This is an optimization exercise on Yosys and OpenROAD, whose aim is small area and a short achievable clock period, not a production implementation.
Where RTL was checked, it was by simulation tests only, not by an equivalence proof against the original.
Power is estimated from default activity; no workload was simulated.

run D:
Design top_level, start of the top module:
module top_level (
  input         clk_i,
  input         addsub_i,
  input  [31:0] data_a_i,
                data_b_i,
  output [31:0] result_o
);
  logic [7:0]  ea, eb;
  logic [22:0] fa, fb;
  logic        co_ab, co_ba, co_f;
  assign ea = data_a_i[30:23];
  assign eb = data_b_i[30:23];
  assign fa = data_a_i[22:0];
  assign fb = data_b_i[22:0];
  logic [7:0] dx, dy;    
  pfx_add2 #(.W(8))  u_dexp (.a(ea), .b(~eb), .s0(dx), .s1(dy), .co0(co_ab), .co1(co_ba));
  pfx_cout #(.W(31)) u_flt  (.a(data_a_i[30:0]), .b(~data_b_i[30:0]), .ci(1'b1), .co(co_f));
  logic       bl_ab, bl_ba, bab, bba;
  logic [2:0] eah, ebh;
  assign eah   = ea[7:5];
  assign ebh   = eb[7:5];
  assign bl_ab = ea[4:0] < eb[4:0];
  assign bl_ba = eb[4:0] < ea[4:0];
  assign bab   = bl_ab ? ({1'b0, eah} >= {1'b0, ebh} + 4'd2) : (eah > ebh);
  assign bba   = bl_ba ? ({1'b0, ebh} >= {1'b0, eah} + 4'd2) : (ebh > eah);
  logic        sa_q1, sb_q1, sw_q1, nsw_q1, gt_q1, sh0_q1, bab_q1, bba_q1;
  logic [7:0]  ea_q1, eb_q1;
  logic [22:0] fa_q1, fb_q1;
  logic [4:1]  dab_q1, dba_q1;
  always_ff @(posedge clk_i) begin
    sa_q1 <= data_a_i[31];
    sb_q1 <= data_b_i[31] ^ addsub_i;
    sw_q1  <= ~co_f;               
    nsw_q1 <= co_f;                
    gt_q1  <= co_ab;               
    ea_q1 <= ea;
    eb_q1 <= eb;
    fa_q1 <= fa;
    fb_q1 <= fb;
    sh0_q1 <= dy[0];               
    dab_q1 <= dy[4:1];             
    dba_q1 <= ~dx[4:1];            
    bab_q1 <= bab;                 
    bba_q1 <= bba;                 
  end
  ...
For scale: roughly 1800 cells after synthesis, roughly 250 flip-flops, roughly 13000 um2 of cells after synthesis.
clock: 6.0 ns
lec_check: 0
abc_area: 1
cap_margin: 20
core_margin: 2
core_utilization: 60
cts_buf_list: sky130_fd_sc_hd__clkbuf_8
cts_cluster_diameter: 40
cts_cluster_size: 12
setup_slack_margin: 3.55
slew_margin: 20
standard.sh (not shown) runs the stock make flow with config.mk's settings and CLKGATE_MAP_FILE= SYNTH_SCRIPT=/design/flow/synth_recipe.tcl, a recipe that flattens the netlist after the stock synthesis.
==> flow/flow/run.sh <==
#!/bin/bash
# Standard ORFS layout (the standard.sh), with the port buffers made
# from buf_1 cells instead of the default delay-buffer cells.
export BUFFER_PORTS_ARGS="-buffer_cell sky130_fd_sc_hd__buf_1"
bash standard.sh > standard.log 2>&1
Having completed the whole flow, run D delivered a layout that passed the timing, DRC and antenna checks.
Inputs modified between run D and run E:
- SETUP_SLACK_MARGIN now 3.6, was 3.55
- CTS_CLUSTER_DIAMETER no longer set, was 40
- CTS_CLUSTER_SIZE no longer set, was 12
## What came out
Sort run D and run E by routed via count, descending, and run D comes first.
Run D → run E: final core utilization was more or less identical, clock buffer count went up by 12, post-detailed-routing wire length went down by 3.9%.
The clock buffer count from CTS in run E sits 17% above the value recorded for run D.
[run E vs run D] combined area of the multi-input logic cells: lower in run E
Fraction of the cycle the final worst path needs was higher in run D than in run E.
Any difference in final standard cell count with taps included and fillers excluded between run E and run D is small enough to ignore.
Width of the die: run E vs run D identical

* * *

top_level, a different RTL version from the one above (not shown whole).
For scale: about 1800 cells after synthesis, ~230 flip-flops, roughly 98 I/O pins, about 13000 um2 of cells after synthesis.
export LEC_CHECK = 0
export ABC_AREA = 1
export CAP_MARGIN = 20
export CORE_MARGIN = 2
export CORE_UTILIZATION = 40
export SLEW_MARGIN = 20
create_clock -name core_clock -period 6.0 [get_ports {clk_i}]
==> flow/flow/run.sh <==
#!/bin/bash



export BUFFER_PORTS_ARGS="-buffer_cell sky130_fd_sc_hd__buf_2"
bash standard.sh > standard.log 2>&1
The starting point produced a clean layout.
Rerun with:
- CORE_UTILIZATION: 40 -> 60
- SETUP_SLACK_MARGIN: not set -> 3.2
After rerunning: Total power grows by a few percent. Design area grows slightly. Setup slack is better by 1.0 ns. Register-to-register slack is better by 0.66 ns. First-iteration DRC count grows by well over a third. Cell count shrinks by a few percent. Sequential cell count does not change. Sequential power barely changes. Clock-buffer cell count shrinks by 7.
No run of this note included a check of the RTL's function; only the layout flow was run.

* * *

== exp/nickel ==
Another version of the RTL of top_level (not shown whole).
Size in the first run: about 1800 cells after synthesis, ~250 flip-flops, about 13000 um2 of cells after synthesis.
export LEC_CHECK = 0
export ABC_AREA = 1
export CAP_MARGIN = 20
export CORE_MARGIN = 2
export CORE_UTILIZATION = 50
export CTS_BUF_LIST = sky130_fd_sc_hd__clkbuf_8
export SETUP_SLACK_MARGIN = 3.55
export SLEW_MARGIN = 20
create_clock -name core_clock -period 6.0 [get_ports {clk_i}]
==> flow/flow/run.sh <==
#!/bin/bash
# Standard ORFS layout (the standard.sh), with the port buffers made
# from buf_2 cells instead of the default delay-buffer cells.
export BUFFER_PORTS_ARGS="-buffer_cell sky130_fd_sc_hd__buf_2"
bash standard.sh > standard.log 2>&1
For exp/delta, these inputs were changed with respect to exp/nickel:
- changing CORE_UTILIZATION from 50 to 60
- changing SETUP_SLACK_MARGIN from 3.55 to 3.5
==> comparison <==
Compare exp/delta and exp/nickel | share of power burned in registers higher: exp/delta
Power: exp/delta draws less than exp/nickel
Final cell count, exp/delta and exp/nickel: smaller value in exp/delta
exp/delta ends up with lower clock power share than exp/nickel does.
For exp/nickel, the critical-path cell with the highest stage delay was sky130_fd_sc_hd__fa_1, unlike exp/delta, where it was sky130_fd_sc_hd__fa_2.
Going from exp/nickel to exp/delta, final core utilization grows by 9.8 points.
Worst hold slack of exp/delta is on par with exp/nickel.
Summary of exp/delta over exp/nickel: share of the clock period used by the worst path went up, die outline area went down.
Against exp/nickel, non-clock buffer count in exp/delta fell by a few percent.
exp/delta has clock-buffer cell count below what exp/nickel had.
Input-level comparison between exp/sierra and exp/delta:
- changing SETUP_SLACK_MARGIN from 3.5 to 3.55
- removing CTS_BUF_LIST (formerly sky130_fd_sc_hd__clkbuf_8)
[summary]
Looking at number of clock buffers inserted by TritonCTS, exp/sierra sits 14 below exp/delta.
For the worst setup margin, exp/sierra came in 0.088 ns higher than exp/delta did.
Re final-layout non-clock buffer area share: exp/delta was higher than exp/sierra.
From exp/sierra to exp/delta, residual DRC count did not move at all.
Delta (exp/sierra minus exp/delta): first-pass GRT wire length now sits at about the same level, reg-to-reg setup timing slack +0.05 ns, final cell count decreased 18, fmax went up.
The higher power share of the clock group of exp/sierra and exp/delta is in exp/sierra.
### exp/sierra -> exp/violet
- an added CTS_BUF_LIST of sky130_fd_sc_hd__clkbuf_8
## What came out
In summary, exp/violet completed successfully, with a layout that passed the timing, DRC and antenna checks. In the reports for exp/violet and exp/sierra, the larger total power density per cell area belongs to exp/sierra. Re remaining routing DRC violations: no difference whatsoever between exp/violet and exp/sierra. Delta (exp/violet minus exp/sierra): maximum operating frequency went up; via count up about 0.7%; first-pass GRT wire length picked up an extra 0.55%. Delta (exp/violet minus exp/sierra): total congestion overflow after global routing barely changed, worst setup slack went up 0.027 ns.
The inputs of exp/amber differ from those of exp/violet as listed below.
- an added PLACE_DENSITY of 0.75
- a change of SETUP_SLACK_MARGIN from 3.55 to 3.5
Notes after the runs:
- The more densely filled core belongs to exp/violet, not exp/amber.
- exp/amber against exp/violet: worst slew margin relative to its limit decreased 16 points; average wire length per cell after detail routing shrank by about 4%.
- From exp/violet to exp/amber the numbers moved as follows: overall power consumption went down about 2.5%, relative contribution of the clock network to total power held, register-to-register slack went down 0.04 ns.
- Delta (exp/amber minus exp/violet): worst hold margin decreased by 0.0056 ns relative to the old numbers, global-route wire length before repair decreased by 3.1 mm relative to the old numbers.

* * *

Setup of JK:
top_level with an RTL version that a note above also has.
For scale: ~98 I/O pins, about 13000 um2 of cells after synthesis.
==> flow/config.mk <==
export PLATFORM = sky130hd
export DESIGN_NAME = top_level
export DESIGN_NICKNAME = top_level
export VERILOG_FILES = /design/flow/design.v
export SDC_FILE = /design/flow/constraint.sdc
export NUM_CORES = 4
export LEC_CHECK = 0
export ABC_AREA = 1
export CAP_MARGIN = 20
export CORE_MARGIN = 2
export CORE_UTILIZATION = 60
export CTS_BUF_LIST = sky130_fd_sc_hd__clkbuf_8
export CTS_CLUSTER_DIAMETER = 60
export CTS_CLUSTER_SIZE = 20
export SETUP_SLACK_MARGIN = 3.6
export SLEW_MARGIN = 20
==> flow/constraint.sdc <==
create_clock -name core_clock -period 6.0 [get_ports {clk_i}]
set_input_delay 1.2000 -clock core_clock [delete_from_list [all_inputs] [get_ports {clk_i}]]
set_output_delay 1.2000 -clock core_clock [all_outputs]
set_load 0.01 [all_outputs]
==> flow/flow/run.sh <==
#!/bin/bash
# Standard ORFS layout (the standard.sh), with the port buffers made
# from buf_1 cells instead of the default delay-buffer cells.
export BUFFER_PORTS_ARGS="-buffer_cell sky130_fd_sc_hd__buf_1"
bash standard.sh > standard.log 2>&1
Here is what was changed in the inputs of MS compared with JK.
Settings: CTS_CLUSTER_DIAMETER removed (was 60); SETUP_SLACK_MARGIN changed from 3.6 to 3.55; CTS_CLUSTER_SIZE removed (was 20).
==> flow/flow/run.sh <==
#!/bin/bash
# Standard ORFS layout (the standard.sh), with the port buffers made
# from buf_2 cells instead of the default delay-buffer cells.
export BUFFER_PORTS_ARGS="-buffer_cell sky130_fd_sc_hd__buf_2"
bash standard.sh > standard.log 2>&1
Findings:
- MS finished end to end and its layout was clean on timing, DRC and antenna.
- The standard cells in MS occupy more silicon area than those in JK do.
- MS ends up with a number of cells upsized or downsized after cts that is 4 higher than in JK.
- Routed length on met1 (MS vs. JK) increases by a few percent
- On clock buffer count from CTS, the lower figure sits with JK, not MS.
- Layout-stage area growth over the synthesis result for MS: 3.3 points up relative to JK
- Clock insertion delay at the later pin of the skew report: MS vs JK — no meaningful difference
- In MS, worst setup slack after layout is higher than in JK.
- The total buffers and inverters traversed by the critical path of MS is lower than that of JK.
- MS can be clocked faster than JK.
- Register-to-register slack was lower in the run labelled JK.
Changes in AL relative to MS:
==> flow/flow/run.sh <==
#!/bin/bash
# Standard ORFS layout (the standard.sh), with the port buffers made
# from buf_1 cells instead of the default delay-buffer cells.
export BUFFER_PORTS_ARGS="-buffer_cell sky130_fd_sc_hd__buf_1"
bash standard.sh > standard.log 2>&1
Findings:
A critical path class of in -> reg is what AL shows, while reg -> reg belongs to MS.
As far as sequential cell count goes, MS and AL are indistinguishable; the numbers are identical.
In AL, the net switching fraction of the power came out 0.20 points below the value in MS.
As far as setup slack of the critical path after layout is concerned, MS and AL perform about the same.
MS has higher cell depth of the worst setup path than AL.
AL against MS; violation count after the first detailed-routing iteration is down by more than 10%.
Comparing AL and MS, the higher total of fill cells in the finished design was measured on AL.
> inputs changed (AL -> TR)
Settings: an added CTS_CLUSTER_SIZE of 20; an added CTS_CLUSTER_DIAMETER of 60.
- Diff TR..AL | post-synth design cell area | unchanged
- Fraction of the cycle the final worst path needs: TR < AL
- Taking AL as the reference point, the share of power burned in the clock network of TR falls by 5.8 points.
The inputs of PW differ from those of TR as listed below.
Settings: CTS_CLUSTER_SIZE: 20 -> unset; CTS_CLUSTER_DIAMETER: 60 -> unset; SETUP_SLACK_MARGIN: 3.55 -> 3.65.
==> flow/flow/run.sh <==
#!/bin/bash
# Standard ORFS layout (the standard.sh), with the port buffers made
# from buf_2 cells instead of the default delay-buffer cells.
export BUFFER_PORTS_ARGS="-buffer_cell sky130_fd_sc_hd__buf_2"
bash standard.sh > standard.log 2>&1
--- outcome ---
- Summary of PW over TR: met3 usage in global routing went up; mux contribution to synthesized area did not really move.
- Combinational cell power (higher): PW
- Looking at post-route fraction of the period consumed by the critical path, PW sits above TR.
- Summary of PW over TR: number of buffers outside the clock class in the layout now larger, data arrival time at the worst-slack endpoint -0.02 ns, post-synthesis to final-layout area growth picked up an extra 7.0 points, instance count after placement with tap cells included flat, total power consumption of the routed design climbed 8.7%.
- Comparing PW and TR, the lower portion of total power attributed to combinational logic was measured on PW.
- Diff PW..TR | total of max-cap violations | unchanged
- sky130_fd_sc_hd__dfxtp_2 as the slowest cell on the critical path was reported by PW, and sky130_fd_sc_hd__dfxtp_4 by TR.

-- separate check: timing with driven ports --
How much do the figures lean on ideal ports? The routed layouts below were timed once more, with nothing changed but the port constraints.
Step 1: set_driving_cell puts a clkbuf_16 on clk_i and a buf_2 on each other input, an assumption about the parent block.
Step 2 adds t to the input delays and takes it off the output delays; t is the mean of the earliest and latest rising clock arrival at the registers after step 1. Input paths then give back, and output paths get back, about the clock's delay inside the block.
Slacks: ideal ports / drivers / drivers and shift; pairs: ideal ports / drivers.
run	t, ns	setup slack, ns	latest minus earliest clock arrival (ns)
run D	0.564	3.652 / 3.657 / 3.110	0.025 / 0.024
run E	0.578	3.665 / 3.665 / 3.124	0.025 / 0.026
the first run of note 2	0.575	2.037 / 2.065 / 1.490	0.013 / 0.013
the second run of note 2	0.566	3.054 / 3.052 / 2.486	0.026 / 0.026
exp/nickel	0.591	3.556 / 3.566 / 2.975	0.013 / 0.013
exp/delta	0.585	3.463 / 3.467 / 2.882	0.026 / 0.026
exp/sierra	0.582	3.551 / 3.570 / 2.988	0.020 / 0.020
exp/violet	0.581	3.578 / 3.590 / 3.009	0.023 / 0.023
exp/amber	0.581	3.460 / 3.449 / 2.869	0.020 / 0.019
JK	0.570	3.621 / 3.621 / 3.140	0.021 / 0.021
MS	0.581	3.653 / 3.653 / 3.117	0.033 / 0.033
AL	0.586	3.655 / 3.676 / 3.090	0.027 / 0.026
TR	0.597	3.680 / 3.680 / 3.113	0.044 / 0.043
PW	0.569	3.632 / 3.632 / 3.204	0.023 / 0.024
After both steps setup and hold are still met in every run listed. For exp/amber, which loses most, drivers alone change the setup slack by -0.011 ns; drivers and shift together by -0.591 ns.
